What follows belongs to an exercise in optimizing a design on an open flow for small area and a short achievable clock period; a production flow would make more cautious choices. At most, simulation tests tie the RTL to the original design; equivalence was not proved. Power figures rest on the tool's default switching activity, not on a simulated workload.

==> inputs of 02-18 <==
## DSP48A1_simplified
module DSP48A1_simplified (P, A, B, D, C, clk, rst_n);
  parameter OPERATION = "ADD";
  input [17:0] A, B, D;
  input [47:0] C;
  input clk, rst_n;
  output reg [47:0] P;
  reg [18:0] S;
  always @(posedge clk) S <= D + B;
  reg [9:0] BN, B1, B2;   
  reg [17:0] A_r;
  wire [21:0] sx = {2'b00, S, 1'b0};
  wire [2:0] bw0 = sx[2:0];
  wire [2:0] bw1 = sx[4:2];
  wire [2:0] bw2 = sx[6:4];
  wire [2:0] bw3 = sx[8:6];
  wire [2:0] bw4 = sx[10:8];
  wire [2:0] bw5 = sx[12:10];
  wire [2:0] bw6 = sx[14:12];
  wire [2:0] bw7 = sx[16:14];
  wire [2:0] bw8 = sx[18:16];
  wire [2:0] bw9 = sx[20:18];
  always @(posedge clk) begin
    A_r <= A;
    BN[0] <= rst_n & bw0[2] & ~(bw0[1] & bw0[0]);
    BN[1] <= rst_n & bw1[2] & ~(bw1[1] & bw1[0]);
    BN[2] <= rst_n & bw2[2] & ~(bw2[1] & bw2[0]);
    BN[3] <= rst_n & bw3[2] & ~(bw3[1] & bw3[0]);
    BN[4] <= rst_n & bw4[2] & ~(bw4[1] & bw4[0]);
    BN[5] <= rst_n & bw5[2] & ~(bw5[1] & bw5[0]);
  ...
Settings: LEC_CHECK=0, CAP_MARGIN=20, CORE_MARGIN=2, CORE_UTILIZATION=40, SETUP_SLACK_MARGIN=3.5, SLEW_MARGIN=20, SYNTH_HIERARCHICAL=1, TNS_END_PERCENT=0; clock period 6.5 ns.
standard.sh (not shown) runs the stock make flow with config.mk's settings and CLKGATE_MAP_FILE= SYNTH_SCRIPT=/design/flow/synth_recipe.tcl, a recipe that flattens the netlist after the stock synthesis.
==> flow/flow/run.sh <==
#!/bin/bash
# The standard layout (standard.sh: the standard synthesis, then ORFS to the
# routed layout), with two changes made through ORFS's own variables:
#  - the port buffers are plain buf_1 cells instead of the delay-cell buffers
#    that port buffering picks by default (every port still gets its own buffer);
#  - clock tree synthesis uses clkbuf_8 buffers with sink clusters of at most
#    14 flip-flops (80 um across) and no dummy loads, instead of clkbuf_16 leaves.
# All make/tool output goes to standard.log in this folder.
set -uo pipefail
export BUFFER_PORTS_ARGS="-buffer_cell sky130_fd_sc_hd__buf_1"
export CTS_ARGS="-sink_clustering_enable -repair_clock_nets -dont_use_dummy_load -buf_list sky130_fd_sc_hd__clkbuf_8 -sink_clustering_size 14 -sink_clustering_max_diameter 80"
bash standard.sh > standard.log 2>&1
==> 11-24 (differences from 02-18) <==
==> flow/run.sh (new file) <==
#!/bin/bash
# synth_recipe.tcl (not shown) runs the flow's synth.tcl, then flattens the netlist and writes it again
# the make line also repeats each setting of config.mk as NAME=value (left out here)
make -C /OpenROAD-flow-scripts/flow DESIGN_CONFIG=/design/flow/config.mk WORK_HOME=/design/flow/orfs CLKGATE_MAP_FILE= SYNTH_SCRIPT=/design/flow/synth_recipe.tcl finish
Settings changed: TNS_END_PERCENT 0 to unset.
removed: flow/flow/run.sh
removed: flow/standard.sh
==> 02-11 (differences from 02-18) <==
==> flow/run.sh (new file) <==
#!/bin/bash
# synth_recipe.tcl (not shown) runs the flow's synth.tcl, then flattens the netlist and writes it again
# the make line also repeats each setting of config.mk as NAME=value (left out here)
make -C /OpenROAD-flow-scripts/flow DESIGN_CONFIG=/design/flow/config.mk WORK_HOME=/design/flow/orfs CLKGATE_MAP_FILE= SYNTH_SCRIPT=/design/flow/synth_recipe.tcl finish
Settings changed: ABC_AREA set to 1, TNS_END_PERCENT 0 to unset.
removed: flow/flow/run.sh
removed: flow/standard.sh
==> notes.md <==
Outcome: 02-18 no timing/DRC/antenna violations; 02-11 no timing/DRC/antenna violations; 11-24 no timing/DRC/antenna violations
Die height: 02-18 204 um; 02-11 207 um; 11-24 204 um
Proportion of synthesized chip area in sequential cells: 02-18 0.274; 02-11 0.265; 11-24 0.274
Hold Worst Slack: 02-18 426 ps; 02-11 417 ps; 11-24 413 ps
Post-synthesis simple-gate area fraction: 02-18 0.0947; 02-11 0.140; 11-24 0.0947
Number of standard cells in the layout, taps in and fillers out: 02-18 2125; 02-11 2653; 11-24 2284
DP Area: 02-18 16800 sq um; 02-11 18300 sq um; 11-24 17800 sq um
Post-synthesis xor/xnor area fraction: 02-18 0.118; 02-11 0.106; 11-24 0.118
Area of combinational cells with multiple inputs: 02-18 11200 sq um; 02-11 11400 sq um; 11-24 12000 sq um
CP endpoint: 02-18 P[32]; 02-11 R2_18; 11-24 P[46]
Routed wire per std cell: 02-18 18.1 um; 02-11 16.9 um; 11-24 19.8 um
Clock Latency Late Sink: 02-18 550 ps; 02-11 540 ps; 11-24 560 ps
Origin of the critical flop-to-flop path: 02-18 R0_16; 02-11 A_r[14]; 11-24 R0_15
Largest net degree at the start of global routing: 02-18 86; 02-11 71; 11-24 85
Lkg Pwr: 02-18 0.00694 uW; 02-11 0.0102 uW; 11-24 0.00847 uW
Std-Cell Core Area: 02-18 39500 sq um; 02-11 40700 sq um; 11-24 39500 sq um
Antenna violations before repair: 02-18 1; 02-11 0; 11-24 1
Arrival @ worst endpoint: 02-18 3650 ps; 02-11 3760 ps; 11-24 3560 ps
Antenna Diode Count: 02-18 0; 02-11 0; 11-24 1

========
==> indigo: inputs <==
DSP48A1_simplified, a different RTL version from the one above (not shown whole).
Settings: LEC_CHECK=0, CAP_MARGIN=20, CORE_MARGIN=2, CORE_UTILIZATION=40, SETUP_SLACK_MARGIN=3.4, SLEW_MARGIN=20, SYNTH_HIERARCHICAL=1, TNS_END_PERCENT=0; clock period 6.5 ns.
==> flow/flow/run.sh <==
#!/bin/bash
# The standard layout (standard.sh: the standard synthesis, then ORFS to the
# routed layout), with two changes made through ORFS's own variables:
#  - the port buffers are plain buf_1 cells instead of the delay-cell buffers
#    that port buffering picks by default (every port still gets its own buffer);
#  - clock tree synthesis uses clkbuf_8 buffers with sink clusters of at most
#    14 flip-flops (80 um across) and no dummy loads, instead of clkbuf_16 leaves.
# All make/tool output goes to standard.log in this folder.
set -uo pipefail
export BUFFER_PORTS_ARGS="-buffer_cell sky130_fd_sc_hd__buf_1"
export CTS_ARGS="-sink_clustering_enable -repair_clock_nets -dont_use_dummy_load -buf_list sky130_fd_sc_hd__clkbuf_8 -sink_clustering_size 14 -sink_clustering_max_diameter 80"
bash standard.sh > standard.log 2>&1
==> fjord: changes against indigo <==
--- a/flow/design.v
+++ b/flow/design.v
@@ -1212,14 +1212,28 @@
   wire kp0_37 = xa[37] ^ xb[37];
   wire kg0_38 = xa[38] & xb[38];
   wire kp0_38 = xa[38] ^ xb[38];
   wire kg0_39 = xa[39] & xb[39];
   wire kp0_39 = xa[39] ^ xb[39];
   wire kg0_40 = xa[40] & xb[40];
   wire kp0_40 = xa[40] ^ xb[40];
+  wire kg0_41 = xa[41] & xb[41];
+  wire kp0_41 = xa[41] ^ xb[41];
+  wire kg0_42 = xa[42] & xb[42];
+  wire kp0_42 = xa[42] ^ xb[42];
+  wire kg0_43 = xa[43] & xb[43];
+  wire kp0_43 = xa[43] ^ xb[43];
+  wire kg0_44 = xa[44] & xb[44];
+  wire kp0_44 = xa[44] ^ xb[44];
+  wire kg0_45 = xa[45] & xb[45];
+  wire kp0_45 = xa[45] ^ xb[45];
+  wire kg0_46 = xa[46] & xb[46];
+  wire kp0_46 = xa[46] ^ xb[46];
+  wire kg0_47 = xa[47] & xb[47];
+  wire kp0_47 = xa[47] ^ xb[47];
   wire kg1_0 = kg0_0;
   wire kp1_0 = kp0_0;
   wire kg1_1 = kg0_1 | (kp0_1 & kg0_0);
   wire kp1_1 = kp0_1 & kp0_0;
   wire kg1_2 = kg0_2;
   wire kp1_2 = kp0_2;
   wire kg1_3 = kg0_3 | (kp0_3 & kg0_2);
@@ -1294,14 +1308,28 @@
   wire kp1_37 = kp0_37 & kp0_36;
   wire kg1_38 = kg0_38;
   wire kp1_38 = kp0_38;
   wire kg1_39 = kg0_39 | (kp0_39 & kg0_38);
   wire kp1_39 = kp0_39 & kp0_38;
   wire kg1_40 = kg0_40;
   wire kp1_40 = kp0_40;
+  wire kg1_41 = kg0_41 | (kp0_41 & kg0_40);
+  wire kp1_41 = kp0_41 & kp0_40;
+  wire kg1_42 = kg0_42;
+  wire kp1_42 = kp0_42;
+  wire kg1_43 = kg0_43 | (kp0_43 & kg0_42);
+  wire kp1_43 = kp0_43 & kp0_42;
+  wire kg1_44 = kg0_44;
+  wire kp1_44 = kp0_44;
+  wire kg1_45 = kg0_45 | (kp0_45 & kg0_44);
+  wire kp1_45 = kp0_45 & kp0_44;
+  wire kg1_46 = kg0_46;
+  wire kp1_46 = kp0_46;
+  wire kg1_47 = kg0_47 | (kp0_47 & kg0_46);
+  wire kp1_47 = kp0_47 & kp0_46;
   wire kg2_0 = kg1_0;
   wire kp2_0 = kp1_0;
   wire kg2_1 = kg1_1;
   wire kp2_1 = kp1_1;
   wire kg2_2 = kg1_2 | (kp1_2 & kg1_1);
   wire kp2_2 = kp1_2 & kp1_1;
   wire kg2_3 = kg1_3 | (kp1_3 & kg1_1);
@@ -1376,14 +1404,28 @@
   wire kp2_37 = kp1_37;
   wire kg2_38 = kg1_38 | (kp1_38 & kg1_37);
   wire kp2_38 = kp1_38 & kp1_37;
   wire kg2_39 = kg1_39 | (kp1_39 & kg1_37);
   wire kp2_39 = kp1_39 & kp1_37;
   wire kg2_40 = kg1_40;
   wire kp2_40 = kp1_40;
+  wire kg2_41 = kg1_41;
+  wire kp2_41 = kp1_41;
+  wire kg2_42 = kg1_42 | (kp1_42 & kg1_41);
+  wire kp2_42 = kp1_42 & kp1_41;
+  wire kg2_43 = kg1_43 | (kp1_43 & kg1_41);
+  wire kp2_43 = kp1_43 & kp1_41;
+  wire kg2_44 = kg1_44;
+  wire kp2_44 = kp1_44;
+  wire kg2_45 = kg1_45;
+  wire kp2_45 = kp1_45;
+  wire kg2_46 = kg1_46 | (kp1_46 & kg1_45);
+  wire kp2_46 = kp1_46 & kp1_45;
+  wire kg2_47 = kg1_47 | (kp1_47 & kg1_45);
+  wire kp2_47 = kp1_47 & kp1_45;
   wire kg3_0 = kg2_0;
   wire kp3_0 = kp2_0;
   wire kg3_1 = kg2_1;
   wire kp3_1 = kp2_1;
   wire kg3_2 = kg2_2;
   wire kp3_2 = kp2_2;
   wire kg3_3 = kg2_3;
@@ -1458,14 +1500,28 @@
   wire kp3_37 = kp2_37 & kp2_35;
   wire kg3_38 = kg2_38 | (kp2_38 & kg2_35);
   wire kp3_38 = kp2_38 & kp2_35;
   wire kg3_39 = kg2_39 | (kp2_39 & kg2_35);
   wire kp3_39 = kp2_39 & kp2_35;
   wire kg3_40 = kg2_40;
   wire kp3_40 = kp2_40;
+  wire kg3_41 = kg2_41;
+  wire kp3_41 = kp2_41;
+  wire kg3_42 = kg2_42;
+  wire kp3_42 = kp2_42;
+  wire kg3_43 = kg2_43;
+  wire kp3_43 = kp2_43;
+  wire kg3_44 = kg2_44 | (kp2_44 & kg2_43);
+  wire kp3_44 = kp2_44 & kp2_43;
+  wire kg3_45 = kg2_45 | (kp2_45 & kg2_43);
+  wire kp3_45 = kp2_45 & kp2_43;
+  wire kg3_46 = kg2_46 | (kp2_46 & kg2_43);
+  wire kp3_46 = kp2_46 & kp2_43;
+  wire kg3_47 = kg2_47 | (kp2_47 & kg2_43);
+  wire kp3_47 = kp2_47 & kp2_43;
   wire kg4_0 = kg3_0;
   wire kp4_0 = kp3_0;
   wire kg4_1 = kg3_1;
   wire kp4_1 = kp3_1;
   wire kg4_2 = kg3_2;
   wire kp4_2 = kp3_2;
   wire kg4_3 = kg3_3;
@@ -1540,14 +1596,28 @@
   wire kp4_37 = kp3_37;
   wire kg4_38 = kg3_38;
   wire kp4_38 = kp3_38;
   wire kg4_39 = kg3_39;
   wire kp4_39 = kp3_39;
   wire kg4_40 = kg3_40 | (kp3_40 & kg3_39);
   wire kp4_40 = kp3_40 & kp3_39;
+  wire kg4_41 = kg3_41 | (kp3_41 & kg3_39);
+  wire kp4_41 = kp3_41 & kp3_39;
+  wire kg4_42 = kg3_42 | (kp3_42 & kg3_39);
+  wire kp4_42 = kp3_42 & kp3_39;
+  wire kg4_43 = kg3_43 | (kp3_43 & kg3_39);
+  wire kp4_43 = kp3_43 & kp3_39;
+  wire kg4_44 = kg3_44 | (kp3_44 & kg3_39);
+  wire kp4_44 = kp3_44 & kp3_39;
+  wire kg4_45 = kg3_45 | (kp3_45 & kg3_39);
+  wire kp4_45 = kp3_45 & kp3_39;
+  wire kg4_46 = kg3_46 | (kp3_46 & kg3_39);
+  wire kp4_46 = kp3_46 & kp3_39;
+  wire kg4_47 = kg3_47 | (kp3_47 & kg3_39);
+  wire kp4_47 = kp3_47 & kp3_39;
   wire kg5_0 = kg4_0;
   wire kp5_0 = kp4_0;
   wire kg5_1 = kg4_1;
   wire kp5_1 = kp4_1;
   wire kg5_2 = kg4_2;
   wire kp5_2 = kp4_2;
   wire kg5_3 = kg4_3;
@@ -1622,14 +1692,28 @@
   wire kp5_37 = kp4_37;
   wire kg5_38 = kg4_38;
   wire kp5_38 = kp4_38;
   wire kg5_39 = kg4_39;
   wire kp5_39 = kp4_39;
   wire kg5_40 = kg4_40;
   wire kp5_40 = kp4_40;
+  wire kg5_41 = kg4_41;
+  wire kp5_41 = kp4_41;
+  wire kg5_42 = kg4_42;
+  wire kp5_42 = kp4_42;
+  wire kg5_43 = kg4_43;
+  wire kp5_43 = kp4_43;
+  wire kg5_44 = kg4_44;
+  wire kp5_44 = kp4_44;
+  wire kg5_45 = kg4_45;
+  wire kp5_45 = kp4_45;
+  wire kg5_46 = kg4_46;
+  wire kp5_46 = kp4_46;
+  wire kg5_47 = kg4_47;
+  wire kp5_47 = kp4_47;
   wire kg6_0 = kg5_0;
   wire kp6_0 = kp5_0;
   wire kg6_1 = kg5_1;
   wire kp6_1 = kp5_1;
   wire kg6_2 = kg5_2;
   wire kp6_2 = kp5_2;
   wire kg6_3 = kg5_3;
@@ -1704,20 +1788,29 @@
   wire kp6_37 = kp5_37 & kp5_31;
   wire kg6_38 = kg5_38 | (kp5_38 & kg5_31);
   wire kp6_38 = kp5_38 & kp5_31;
   wire kg6_39 = kg5_39 | (kp5_39 & kg5_31);
   wire kp6_39 = kp5_39 & kp5_31;
   wire kg6_40 = kg5_40 | (kp5_40 & kg5_31);
   wire kp6_40 = kp5_40 & kp5_31;
-  wire [40:0] sumlo = {kp0_40, kp0_39, kp0_38, kp0_37, kp0_36, kp0_35, kp0_34, kp0_33, kp0_32, kp0_31, kp0_30, kp0_29, kp0_28, kp0_27, kp0_26, kp0_25, kp0_24, kp0_23, kp0_22, kp0_21, kp0_20, kp0_19, kp0_18, kp0_17, kp0_16, kp0_15, kp0_14, kp0_13, kp0_12, kp0_11, kp0_10, kp0_9, kp0_8, kp0_7, kp0_6, kp0_5, kp0_4, kp0_3, kp0_2, kp0_1, kp0_0} ^ {kg6_39, kg6_38, kg6_37, kg6_36, kg6_35, kg6_34, kg6_33, kg6_32, kg6_31, kg6_30, kg6_29, kg6_28, kg6_27, kg6_26, kg6_25, kg6_24, kg6_23, kg6_22, kg6_21, kg6_20, kg6_19, kg6_18, kg6_17, kg6_16, kg6_15, kg6_14, kg6_13, kg6_12, kg6_11, kg6_10, kg6_9, kg6_8, kg6_7, kg6_6, kg6_5, kg6_4, kg6_3, kg6_2, kg6_1, kg6_0, 1'b0};
-  wire sumlo_co = kg6_40;   
-  wire kco = sumlo_co;
-  wire [6:0] xhi = xa[47:41];
-  wire [6:0] xhi1 = xhi + 1'b1;
-  wire [47:0] sum = {kco ? xhi1 : xhi, sumlo};
+  wire kg6_41 = kg5_41 | (kp5_41 & kg5_31);
+  wire kp6_41 = kp5_41 & kp5_31;
+  wire kg6_42 = kg5_42 | (kp5_42 & kg5_31);
+  wire kp6_42 = kp5_42 & kp5_31;
+  wire kg6_43 = kg5_43 | (kp5_43 & kg5_31);
+  wire kp6_43 = kp5_43 & kp5_31;
+  wire kg6_44 = kg5_44 | (kp5_44 & kg5_31);
+  wire kp6_44 = kp5_44 & kp5_31;
+  wire kg6_45 = kg5_45 | (kp5_45 & kg5_31);
+  wire kp6_45 = kp5_45 & kp5_31;
+  wire kg6_46 = kg5_46 | (kp5_46 & kg5_31);
+  wire kp6_46 = kp5_46 & kp5_31;
+  wire kg6_47 = kg5_47 | (kp5_47 & kg5_31);
+  wire kp6_47 = kp5_47 & kp5_31;
+  wire [47:0] sum = {kp0_47, kp0_46, kp0_45, kp0_44, kp0_43, kp0_42, kp0_41, kp0_40, kp0_39, kp0_38, kp0_37, kp0_36, kp0_35, kp0_34, kp0_33, kp0_32, kp0_31, kp0_30, kp0_29, kp0_28, kp0_27, kp0_26, kp0_25, kp0_24, kp0_23, kp0_22, kp0_21, kp0_20, kp0_19, kp0_18, kp0_17, kp0_16, kp0_15, kp0_14, kp0_13, kp0_12, kp0_11, kp0_10, kp0_9, kp0_8, kp0_7, kp0_6, kp0_5, kp0_4, kp0_3, kp0_2, kp0_1, kp0_0} ^ {kg6_46, kg6_45, kg6_44, kg6_43, kg6_42, kg6_41, kg6_40, kg6_39, kg6_38, kg6_37, kg6_36, kg6_35, kg6_34, kg6_33, kg6_32, kg6_31, kg6_30, kg6_29, kg6_28, kg6_27, kg6_26, kg6_25, kg6_24, kg6_23, kg6_22, kg6_21, kg6_20, kg6_19, kg6_18, kg6_17, kg6_16, kg6_15, kg6_14, kg6_13, kg6_12, kg6_11, kg6_10, kg6_9, kg6_8, kg6_7, kg6_6, kg6_5, kg6_4, kg6_3, kg6_2, kg6_1, kg6_0, 1'b0};
   always @(posedge clk) P <= rst_n ? sum : 48'd0;
 endmodule
 module dsp_fa (input a, input b, input c, output s, output co);
   assign s = a ^ b ^ c;
   assign co = (a & b) | (a & c) | (b & c);
 endmodule
 module dsp_ha (input a, input b, output s, output co);
==> flow/config.mk (replaced) <==
export PLATFORM = sky130hd
export DESIGN_NAME = DSP48A1_simplified
export DESIGN_NICKNAME = DSP48A1_simplified
export VERILOG_FILES = /design/flow/design.v
export SDC_FILE = /design/flow/constraint.sdc
export NUM_CORES = 4
export LEC_CHECK = 0
export CAP_MARGIN = 20
export CORE_MARGIN = 2
export CORE_UTILIZATION = 40
export SETUP_SLACK_MARGIN = 3.3
export SLEW_MARGIN = 20
export SYNTH_HIERARCHICAL = 1
export TNS_END_PERCENT = 10
==> summary.txt <==
Max-slew headroom -> 46.0%
Post-synthesis cell count -> 1524
Worst path bufs/invs -> 1
Area of the multi-input gates -> 11200 um^2
Int Power -> 5.04 mW
Share of the yosys chip area belonging to registers -> 27.4%
Clock network fraction of total power -> 8.3%
Met2 WL -> 18100 um
Post-Syn Nets -> 1925
Ratio of cells with drive above 1 in the final layout -> 9.39%
Adder-Cell Fraction of Synth Area -> 31.6%
Status -> finished clean
Worst Clk Skew -> 0.0507 ns
Top achievable clock speed -> 314 MHz
ClkCell Share -> 1.65%
(the above is from fjord)
==> summary.txt <==
Status -> finished clean
Adder-Cell Fraction of Synth Area -> 31.3%
Post-Syn Nets -> 1917
Share of the yosys chip area belonging to registers -> 27.1%
Post-synthesis cell count -> 1515
Vias in the first global route -> 11736
Clock network fraction of total power -> 8.7%
Top achievable clock speed -> 306 MHz
Met2 WL -> 18200 um
Max-slew headroom -> 46.0%
Ratio of cells with drive above 1 in the final layout -> 8.59%
ClkCell Share -> 1.80%
Worst path bufs/invs -> 2
Worst Clk Skew -> 0.0555 ns
Number of flip-flops in the largest register -> 48
Synth-to-layout area growth -> 8.86%
(the above is from indigo)
Function not checked in indigo: the RTL went through the layout flow alone.

==> separate check: timing with driven ports <==
Ports are ideal in the flow. The routed layouts listed here were re-timed in OpenROAD.
Step 1: set_driving_cell puts a clkbuf_16 on clk and a buf_2 on each other input, an assumption about the parent block.
Step 2, shift: input delay + t, output delay - t, t = (earliest + latest rising clock arrival at the registers) / 2. This alone moves slack from input paths to output paths.
Slacks: ideal ports / drivers / drivers and shift; pairs: ideal ports / drivers.
run | shift t [ns] | setup WS [ns] | slew at the worst register clock pin (ns)
02-18 | 0.576 | 3.341 / 3.341 / 2.844 | 0.10 / 0.10
11-24 | 0.603 | 3.344 / 3.344 / 2.910 | 0.06 / 0.06
02-11 | 0.583 | 3.225 / 3.225 / 2.816 | 0.06 / 0.06
indigo | 0.582 | 3.229 / 3.254 / 2.672 | 0.09 / 0.09
fjord | 0.589 | 3.320 / 3.320 / 2.911 | 0.09 / 0.09
After both steps every run listed still meets setup and hold. For indigo, which loses most, drivers alone change the setup slack by +0.025 ns; drivers and shift together by -0.557 ns.
